From an optimization exercise on the open Yosys and OpenROAD flow, aimed at small area; shortcuts taken in it are not production practice.
Function was checked by simulation only, so behaviour that the tests miss may differ from the original.
No activity file was given, so power comes from the tool's default toggle rates.

==> flow/design.v (excerpt) <==
module system_bus
	#(parameter DATA_WIDTH = 8,
	parameter ADDR_WIDTH = 14,
	parameter NO_OF_MASTER = 4,
	parameter NO_OF_SLAVE = 8,
	parameter [NO_OF_SLAVE*ADDR_WIDTH-1:0] SLAVE_BASE_ADDR = {14'd10, 14'd20, 14'd30, 14'd40, 14'd50, 14'd60, 14'd70, 14'd80},
	parameter [NO_OF_SLAVE*ADDR_WIDTH-1:0] SLAVE_END_ADDR = {14'd19, 14'd29, 14'd39, 14'd49, 14'd59, 14'd69, 14'd79, 14'd89}
	)
	(
	input clk,
	input reset_n,
	input [ADDR_WIDTH*NO_OF_MASTER-1:0]  addr_avm,
	output [DATA_WIDTH*NO_OF_MASTER-1:0]  readdata_avm,
	input [DATA_WIDTH*NO_OF_MASTER-1:0]  writedata_avm,
	input [NO_OF_MASTER-1:0]  readen_avm,
	input [NO_OF_MASTER-1:0]  writeen_avm,
	output [NO_OF_MASTER-1:0]  readvalid_avm,
	output [NO_OF_MASTER-1:0]  writevalid_avm,
	input [NO_OF_MASTER-1:0]  waitrequest_avm,
	input [4*NO_OF_MASTER-1:0] priority_no,
	output [ADDR_WIDTH*NO_OF_SLAVE-1:0]  addr_avs,
	input [DATA_WIDTH*NO_OF_SLAVE-1:0]  readdata_avs,
	output [DATA_WIDTH*NO_OF_SLAVE-1:0]  writedata_avs,
	output [NO_OF_SLAVE-1:0]  readen_avs,
	output [NO_OF_SLAVE-1:0]  writeen_avs,
	input [NO_OF_SLAVE-1:0]  readvalid_avs,
	input [NO_OF_SLAVE-1:0]  writevalid_avs,
	output reg [NO_OF_SLAVE-1:0]  waitrequest_avs
	);
Size in the first run: ~1900 cells after synthesis, ~480 flip-flops, ~440 I/O pins.
clock: 7.0 ns
lec_check: 0
cap_margin: 20
core_margin: 2
core_utilization: 65
place_density: 0.8
slew_margin: 20
standard.sh (not shown) runs the stock make flow with config.mk's settings and CLKGATE_MAP_FILE= SYNTH_SCRIPT=/design/flow/synth_recipe.tcl, a recipe that flattens the netlist after the stock synthesis.
==> flow/flow/run.sh <==
#!/bin/bash
# ORFS layout through the standard.sh, with three changes to how the
# layout is made:
#  - synthesis maps the logic with an area-oriented ABC script
#    (flow/abc_map.script) in place of ORFS's speed script; everything else
#    in synthesis, including flip-flop mapping, is ORFS's own;
#  - every port is buffered with buf_1 rather than the default buffer;
#  - the clock tree is built from clkbuf_2 (clkbuf_8 at the root) without
#    dummy loads.
set -euo pipefail
rm -rf scripts_local
cp -r "$FLOW_HOME/scripts" scripts_local
cp flow/abc_map.script scripts_local/abc_speed.script
export SCRIPTS_DIR="$PWD/scripts_local"
export BUFFER_PORTS_ARGS="-buffer_cell sky130_fd_sc_hd__buf_1"
export CTS_ARGS="-sink_clustering_enable -repair_clock_nets -dont_use_dummy_load -buf_list sky130_fd_sc_hd__clkbuf_2 -root_buf sky130_fd_sc_hd__clkbuf_8"
bash standard.sh > standard.log 2>&1
==> flow/flow/abc_map.script <==
&get -n
&st
&deepsyn -T 60
&dch -f
&nf -a -R 1000 -F 4 -A 4
&put
&get -n
&st
&deepsyn -T 60
&dch -f
&nf -a -R 1000 -F 4 -A 4
&put
Edit:
Settings changed: CORE_UTILIZATION 65 to 55, PLACE_DENSITY 0.8 to 0.7.
After rerunning: Synthesized cell count does not change. First-iteration DRC count shrinks by 23%. Via count shrinks by 2.1%. Global-route usage shrinks by 6.6 points. Final cell count grows by 2.2%. Power shrinks by 1.0%. Clock-buffer cell count grows by 1. Cell area hardly moves. Area after synthesis does not change. Fmax grows by 5.3%.

---

system_bus, a different RTL version from the one above (not shown whole).
For scale: roughly 2,300 cells after synthesis, about 0.024 mm2 of cells after synthesis.
Settings: LEC_CHECK=0, CAP_MARGIN=20, CORE_MARGIN=2, CORE_UTILIZATION=40, PLACE_DENSITY=0.6, SLEW_MARGIN=20; clock period 7.0 ns.
==> flow/flow/run.sh <==
#!/bin/bash
# Standard ORFS layout (standard.sh, unchanged synthesis), except:
#  - every port is buffered with buf_1 rather than the default buffer;
#  - the clock tree is built from clkbuf_4 without dummy loads.
set -euo pipefail
export BUFFER_PORTS_ARGS="-buffer_cell sky130_fd_sc_hd__buf_1"
export CTS_ARGS="-sink_clustering_enable -repair_clock_nets -dont_use_dummy_load -buf_list sky130_fd_sc_hd__clkbuf_4"
bash standard.sh > standard.log 2>&1
Change:
==> flow/flow/run.sh (replaced) <==
#!/bin/bash
# Standard ORFS layout, with every port buffered by buf_1 and no dummy
# clock loads inserted by CTS.
set -euo pipefail
export BUFFER_PORTS_ARGS="-buffer_cell sky130_fd_sc_hd__buf_1"
export CTS_ARGS="-sink_clustering_enable -repair_clock_nets -dont_use_dummy_load"
bash standard.sh > standard.log 2>&1
Result: Utilization goes up by 0.45 points; wire length goes down by 0.64%; worst setup slack loses 0.27 ns; count of clock-buffer cells in the layout goes down by 84; synthesized cell count is unchanged; final cell count goes down by 2.5%; register-to-register slack gains 0.03 ns.
Change:
==> flow/flow/run.sh (replaced) <==
#!/bin/bash
# Standard ORFS layout, with every port buffered by the smallest buffer
# (buf_1) instead of the default choice.
set -euo pipefail
export BUFFER_PORTS_ARGS="-buffer_cell sky130_fd_sc_hd__buf_1"
bash standard.sh > standard.log 2>&1
Outcome: The changed run finished clean. Power goes up by 6.6%. Flip-flop and latch count is unchanged. First-iteration DRC count came out lower by 2.1%. Clock power went up by 21%. Via count is about the same. Non-clock buffer count climbs by 1. Die area does not change. Global-route usage hardly moves.

---

Another version of the RTL of system_bus (not shown whole).
Size: ~1,900 cells after synthesis, roughly 21,000 um2 of cells after synthesis.
Settings: LEC_CHECK=0, CAP_MARGIN=20, CORE_MARGIN=2, CORE_UTILIZATION=40, PLACE_DENSITY=0.6, SLEW_MARGIN=20; clock period 7.0 ns.
==> flow/flow/run.sh <==
#!/bin/bash
# ORFS layout through the standard.sh, with three changes to how the
# layout is made:
#  - synthesis maps the logic with an area-oriented ABC script
#    (flow/abc_map.script) in place of ORFS's speed script; everything else
#    in synthesis, including flip-flop mapping, is ORFS's own;
#  - every port is buffered with buf_1 rather than the default buffer;
#  - the clock tree is built from clkbuf_2 without dummy loads.
set -euo pipefail
rm -rf scripts_local
cp -r "$FLOW_HOME/scripts" scripts_local
cp flow/abc_map.script scripts_local/abc_speed.script
export SCRIPTS_DIR="$PWD/scripts_local"
export BUFFER_PORTS_ARGS="-buffer_cell sky130_fd_sc_hd__buf_1"
export CTS_ARGS="-sink_clustering_enable -repair_clock_nets -dont_use_dummy_load -buf_list sky130_fd_sc_hd__clkbuf_2"
bash standard.sh > standard.log 2>&1
==> flow/flow/abc_map.script <==
&get -n
&st
&syn2
&dch -f
&nf -a -R 1000
&put
&get -n
&st
&syn2
&dch -f
&nf -a -R 1000
&put
The first run passed the timing, design-rule and antenna checks.
Change:
==> flow/flow/run.sh (replaced) <==
#!/bin/bash
# Standard ORFS layout (standard.sh, unchanged synthesis), except that every
# port is buffered with buf_1 and the clock tree is built without dummy loads.
set -euo pipefail
export BUFFER_PORTS_ARGS="-buffer_cell sky130_fd_sc_hd__buf_1"
export CTS_ARGS="-sink_clustering_enable -repair_clock_nets -dont_use_dummy_load -buf_list sky130_fd_sc_hd__clkbuf_2"

bash standard.sh > standard.log 2>&1
removed: flow/flow/abc_map.script
Result:
- worst hold slack improved by 0.082 ns
- total power went down by 3.3%
- cell area grows by 3.3%
- setup slack gets better by 1.0 ns
- routed wire length rose by 8.2%
- cell count grows by 7.8%
- clock power barely changes
- die area rises by 5.9%
- synthesized area climbs by 6.0%
- combinational power decreases by about 8%
Change:
==> flow/flow/run.sh (replaced) <==
#!/bin/bash
# ORFS layout through the standard.sh, with three changes to how the
# layout is made:
#  - synthesis maps the logic with an area-oriented ABC script
#    (flow/abc_map.script) in place of ORFS's speed script; everything else
#    in synthesis, including flip-flop mapping, is ORFS's own;
#  - every port is buffered with buf_1 rather than the default buffer;
#  - the clock tree is built from clkbuf_2 (clkbuf_8 at the root) without
#    dummy loads.
set -euo pipefail
rm -rf scripts_local
cp -r "$FLOW_HOME/scripts" scripts_local
cp flow/abc_map.script scripts_local/abc_speed.script
export SCRIPTS_DIR="$PWD/scripts_local"
export BUFFER_PORTS_ARGS="-buffer_cell sky130_fd_sc_hd__buf_1"
export CTS_ARGS="-sink_clustering_enable -repair_clock_nets -dont_use_dummy_load -buf_list sky130_fd_sc_hd__clkbuf_2 -root_buf sky130_fd_sc_hd__clkbuf_8"
bash standard.sh > standard.log 2>&1
==> flow/flow/abc_map.script (new file) <==
&get -n
&st
&syn2
&dch -f
&nf -a -R 1000 -F 4 -A 4
&put
&get -n
&st
&syn2
&dch -f
&nf -a -R 1000 -F 4 -A 4
&put
- utilization rises by 1.5 points
- worst setup slack gets worse by 1.5 ns
- flip-flop and latch count does not change
- count of clock-buffer cells in the layout went up by 3
Change:
--- a/flow/flow/abc_map.script
+++ b/flow/flow/abc_map.script
@@ -2,3 +2,3 @@
 &st
-&syn2
+&deepsyn -T 60
 &dch -f
What happened:
- The changed run passed the timing, design-rule and antenna checks
- total power grows by 4.2%
- sequential share of layout area grows by 0.94 points
- worst hold slack barely changes
- combinational power grows by 16%
- register-to-register slack improves by 0.80 ns
- sequential power grows by about 2%

## separate check: timing with driven ports
Ports are ideal in the flow. The routed layouts listed here were re-timed in OpenROAD. Step 1 sets driving cells, clkbuf_16 on the clock port and buf_2 on the other inputs (assumed; they add their load-dependent delay and slew). Step 2 adds t to the input delays and takes it off the output delays; t is the mean of the earliest and latest rising clock arrival at the registers after step 1. Input paths then give back, and output paths get back, about the clock's delay inside the block. Slacks: no drivers / after step 1 / after step 2; pairs: no drivers / after step 1.
run	t (ns)	setup WS [ns]	worst setup path after step 2	worst slew at a driven data input, ns
the first run of note 1	0.652	0.693 / 0.721 / 0.068	input to register	0.08
the second run of note 1	0.637	1.013 / 1.046 / 0.408	input to register	0.08
the first run of note 2	0.929	2.224 / 2.248 / 1.319	input to register	0.13
the second run of note 2	0.639	1.954 / 1.978 / 1.339	input to register	0.11
the third run of note 2	0.672	2.005 / 2.041 / 1.369	input to register	0.11
the first run of note 3	1.248	1.083 / 1.083 / -0.106	input to register	0.11
the second run of note 3	1.249	2.123 / 2.122 / 1.204	input to register	0.12
the third run of note 3	0.787	0.647 / 0.676 / -0.111	input to register	0.12
the fourth run of note 3	0.784	0.752 / 0.758 / -0.027	input to register	0.09
Met with ideal ports but missed after step 2: setup timing in the first run of note 3, the third run of note 3 and the fourth run of note 3. The setup slack of the first run of note 3, which loses most, moves by 0.000 ns with the drivers and by -1.189 ns with both steps.
